Context: an optimization exercise on an open-source flow, tuned for small area, a short achievable clock period and few clock cycles per item. The choices shown serve that exercise and are no tape-out recipe. Only simulation tests tie the RTL to the original design; equivalence was not proved. Power figures rest on the tool's default switching activity, not on a simulated workload.

==> flow/design.v (outline; a module is shown in full before it is edited, if it fits) <==
// module fpm: 1051 lines
// module fpm_fa: 4 lines
// module fpm_han: 4 lines
module fpm(
  input clk,
  input rst,
  input [31:0] number_in,
  input number_a_valid,
  output number_a_ready,
  input number_b_valid,
  output number_b_ready,
  output [31:0] number_out,
  output result_valid
);
  // ...
==> flow/run.sh <==
#!/bin/bash
# synth_recipe.tcl (not shown) runs the flow's synth.tcl, then flattens the netlist and writes it again
# the make line also repeats each setting of config.mk as NAME=value (left out here)
make -C /OpenROAD-flow-scripts/flow DESIGN_CONFIG=/design/flow/config.mk WORK_HOME=/design/flow/orfs CLKGATE_MAP_FILE= SYNTH_SCRIPT=/design/flow/synth_recipe.tcl finish
==> flow/config.mk <==
export PLATFORM = sky130hd
export DESIGN_NAME = fpm
export DESIGN_NICKNAME = fpm
export VERILOG_FILES = /design/flow/design.v
export SDC_FILE = /design/flow/constraint.sdc
export NUM_CORES = 4
export LEC_CHECK = 0
export CAP_MARGIN = 20
export CORE_MARGIN = 2
export CORE_UTILIZATION = 40
export SETUP_SLACK_MARGIN = 4
export SLEW_MARGIN = 20
export SYNTH_HIERARCHICAL = 1
==> flow/constraint.sdc <==
create_clock -name core_clock -period 9.0 [get_ports {clk}]
set_input_delay 1.8000 -clock core_clock [delete_from_list [all_inputs] [get_ports {clk}]]
set_output_delay 1.8000 -clock core_clock [all_outputs]
set_load 0.01 [all_outputs]
==> flow_summary.yaml, run 1 <==
power:
  powerComb_w: 0.00510
  pg_seq_w: 0.00193
  p_clk_share_pct: 15.1
  fin_total_pwr_w: 0.00827
setup_path:
  reg2reg_depth: 8
  cp_top_family: "simple AND/OR/NAND/NOR gates"
  timing.rr.start: "rb[26]$_SDFFCE_PN0P_"
  rr_endpoint: "tcn[27]$_DFF_P_"
  cpPeakStageDelay_ns: 0.64
place:
  gp_congestion: 0.836
  dpl-instance-area_mm2: 0.0208
synth:
  synthAdderAreaFrac_pct: 32.8
  ys_types: 68
  synth_top_cells_by_count: "nand2_1 (450), fa_1 (272), dfxtp_1 (173)"
  synth-seq-area-share_pct: 29.7
  synth_fp_nets: 2417
  synth_edf_count: 79
  synth_top_family_by_area: "adder cells"
final_layout:
  most-common-layout-cells: "nand2_1 (450), fa_1 (272), dfxtp_1 (170), inv_1 (122), nor2_1 (107)"
  regArea_mm2: 0.00584
  final_common_cell: "nand2_1"
timing:
  whs_ns: 0.343
  setup_tns_ns: 0
  max-slew-margin-rel_pct: 25.0
cts:
  cts.clk_slew.worst_paths_ns: 0.06
  root_buffer: "clkbuf_16"
  cts_tree: "done"
  cts.htree.levels: 1
  cts_buffer_depth: 3
routing:
  wl_per_cell_um: 18.8
  post-route-drc-count: 0
  dr_wl_met2_mm: 24.2
  ant_nets: 0
  routed_wl_mm: 51.4
floorplan:
  ios: 71
  fp.dieArea_mm2: 0.0509
min_path:
  whs_path_depth: 0
  worstHoldStart: "s2_s$_DFFE_PN_"
job:
  maxCapViolations: 0
status:
  outcome: "finished clean"
global_routing:
  grt_max_degree: 62
Testbench counts, summed over its fixed seeds: cycles 6,440, items 3,200.
==> run 2: changes to the inputs <==
--- a/flow/config.mk
+++ b/flow/config.mk
@@ -8,6 +8,6 @@
 export CAP_MARGIN = 20
 export CORE_MARGIN = 2
 export CORE_UTILIZATION = 40
-export SETUP_SLACK_MARGIN = 4
+export SETUP_SLACK_MARGIN = 5
 export SLEW_MARGIN = 20
 export SYNTH_HIERARCHICAL = 1
==> run 2 against run 1 <==
Still clean on timing, DRC and antenna; clock power about the same; routed wire length about the same; worst hold slack about the same; first-iteration DRC count up 4.0%; critical endpoint is now number_b_ready; largest power group unchanged.
==> flow_summary.yaml, run 2 <==
status:
  outcome: "finished clean"
cts:
  cts.htree.levels: 1
  clkSinkCount: 252
  cts_inserted_buffers: 31
  post_cts_resized: 5
  holdBufCountCts: 0
  cts_tree: "done"
  post_cts_buffers: 0
  cts.clk_slew.worst_paths_ns: 0.06
  cts_buffer_depth: 3
  root_buffer: "clkbuf_16"
  clock_latency_ns: 0.59
final_layout:
  utilization_pct: 45.0
  top_regs: "tcn (36), tsn (36)"
  insertedDiodeCount: 0
  most-common-layout-cells: "nand2_1 (448), fa_1 (272), dfxtp_1 (167), inv_1 (122), nor2_1 (106)"
  fillCellCount: 4620
  num-nets-final: 2426
  area_delta_synth_final_pct: 11.7
  fin_cells: 2727
  final_cell_area_mm2: 0.0219
  final_common_cell: "nand2_1"
  multi_input_area_mm2: 0.0130
  drive_gt1_share_pct: 8.19
  regArea_mm2: 0.00585
synth:
  ys_types: 68
  synth_edf_count: 79
  netlist_area_mm2: 0.0196
  synth_flop_cell: "dfxtp_1"
  syn_avg_cell_area_um2: 9.68
  yosysMostFrequentCell: "nand2_1"
  synth_top_cells_by_count: "nand2_1 (450), fa_1 (272), dfxtp_1 (173)"
  synth-seq-area-share_pct: 29.7
  async_flop_share_pct: 0
  synth_cells: 2029
  synth-seq-cells: 252
  synth_fp_nets: 2417
  yosysWarningCount: 7
  synthTopCellsByArea: "fa_1 (28%), dfxtp_1 (18%), edfxtp_1 (12%)"
  synth_top_area_cell: "fa_1"
  synth_top_area_share_pct: 27.7
setup_path:
  crit_path_end_kind: "output port"
  arrival_ns: 2.16
  critPathKind: "flop to output port"
  timing.rr.start: "rb[11]$_DFFE_PP_"
  setup.worst_path.end: "number_b_ready"
  rr_endpoint: "tcn[24]$_DFF_P_"
  worstSetupStartpoint: "phase$_SDFFE_PN0P_"
  r2r_slack_ns: 5.17
  start_kind: "flop"
  cp.required_ns: 7.20
  crit_path_max_fanout: 10
  reg2reg_depth: 6
routing:
  wl_per_cell_um: 18.8
  avgViaCountPerCell: 5.37
  post-route-drc-count: 0
  detail_route.iter0.violations: 1026
  routed_wl_mm: 51.3
  drt-pass1-iter-count: 6
  vias: 14700
  ant_nets: 0
job:
  maxCapViolations: 0
power:
  leakagePower_nw: 8.59
  p_per_area_mw_per_mm2: 377
  peakVddDrop_mv: 0.213
timing:
  report.final.slew_viol_count: 0
  fin_crit_ns: 3.96
  tightest_slew_ns: 1.01
  finClkSkew_ns: 0.0288
  max-slew-margin-rel_pct: 32.8
  setup_tns_ns: 0
  setup_violations: 0
  fmax_mhz: 253
  hold_viol_final: 0
  rsz0062_at_grt: "true"
  finalCritPeriodShare_pct: 44.0
  timing.final.ws_setup_ns: 5.04
global_routing:
  grt_busiest_layer: "met2"
  grt-ovfl-total: 0
  grt_pass1_wl_mm: 82.8
  grtUsageMet3_pct: 3.76
  antenna_found_initial: 0
  grt_pass1_vias: 15200
  grtUsageMet2_pct: 34.9
  grt_max_degree: 62
  met1_usage_pct: 27.5
  grt_usage_pct: 20.7
floorplan:
  core_mm2: 0.0487
  fp.dieH_um: 226
  fp.dieArea_mm2: 0.0509
  num_rows: 81
  die-width_um: 226
  ios: 71
  initial_core_util_pct: 40.3
place:
  port_buffers: 70
  dp_hpwl_mm: 37.2
  dpl-instance-area_mm2: 0.0208
  gp_congestion: 0.836
  dp.cells: 2669
  place_ws_ns: 4.51
min_path:
  hold_class: "flop to flop"
  whs_path_depth: 0
run 2: changes by cell type in the layout (fill, tap and decap cells not counted):
cell     change
dfxtp_1      -3
nor4_4       +2
nor2_4       +1
dfxtp_4      +1
nand2_1      -2
or2_4        +1
nor4_1       -2
nand2_4      +1
dfxtp_2      +2
nand2_2      +1
nor2_1       -1
or2_2        -1
run 2: power breakdown:
part	switching, W	internal, W	leakage (nW)
clock	0.000528	0.000716	0.497
sequential	0.000329	0.00160	2.19
combinational	0.00284	0.00226	5.90
run 2: cell type report:
class	instances	share of cell area, %
sequential	252	26.7
tap	664	3.79
clock inverter	20	0.787
inverter	123	2.10
timing repair buffer	85	3.71
clock buffer	38	3.93
multi-input combinational	1545	59.0
run 2: metrics by stage:
stage / hold WS [ns] / total power (W)
CTS: 0.345 / 0.00831
finish: 0.343 / 0.00827
detailed placement: 0.329 / 0.00704
floorplan: 0.323 / 0.00566
global route: 0.362 / 0.00912
global placement: 0.334 / 0.00688
run 2: cells by family (layout without fill, tap and decap cells):
family | after synthesis | after routing | synth area share, %
AOI/OAI and AO/OA | 264 | 264 | 8.31
xor gates and xnor gates | 93 | 93 | 4.19
adders and majority gates | 352 | 352 | 32.8
buffers and inverters | 232 | 266 | 4.59
DFF | 252 | 252 | 29.7
muxes | 37 | 37 | 2.03
and+or+nand+nor | 799 | 799 | 18.3
run 2: how the worst min path moves through the flow:
stage	startpoint	endpoint	slack, ns
after floorplan	s2_s$_DFFE_PN_	out[31]$_DFF_P_	0.32
after detailed placement	s2_s$_DFFE_PN_	out[31]$_DFF_P_	0.33
final	s2_s$_DFFE_PN_	out[31]$_DFF_P_	0.34
after global routing	s2_s$_DFFE_PN_	out[31]$_DFF_P_	0.36
after global placement	s2_s$_DFFE_PN_	out[31]$_DFF_P_	0.33
after CTS	s2_s$_DFFE_PN_	out[31]$_DFF_P_	0.34
run 2: worst max-delay path, stage by stage, from the launching register on:
cell and delay [ns]:
dfxtp_1 0.38, nor2b_1 0.53, clkdlybuf4s50_1 0.65
run 2: layer usage:
layer  share of wire, %  wire length, µm
met3                7.3             3760
met4                2.5             1300
met5                  0                0
met2                 47            24200
met1                 43            22100
run 2: Yosys stat by module (local to each module, per instance):
module	cells	flops+latches	area, µm²	times used
fpm_han	5	0	27.5	12
fpm	1706	252	14000	1
fpm_fa	1	0	20.0	263

re-timing with driven ports:
In the flow no input, the clock included, has a driving cell. The finished layouts below were timed again as built, in two steps.
Step 1: set_driving_cell puts a clkbuf_16 on clk and a buf_2 on each other input, an assumption about the parent block.
Step 2, shift: input delay + t, output delay - t, t = (earliest + latest rising clock arrival at the registers) / 2. This alone moves slack from input paths to output paths.
Slacks: ideal ports / drivers / drivers and shift; pairs: ideal ports / drivers.
run	t, ns	setup slack, ns	latest minus earliest clock arrival (ns)	worst slew at a driven data input, ns	pins driven straight from the clock port
run 1	0.639	4.483 / 4.425 / 4.523	0.037 / 0.037	0.05	1
run 2	0.635	5.040 / 4.982 / 4.814	0.033 / 0.033	0.05	1
After both steps setup and hold are still met in every run listed. The setup slack of run 2, which loses most, moves by -0.058 ns with the drivers and by -0.226 ns with both steps.
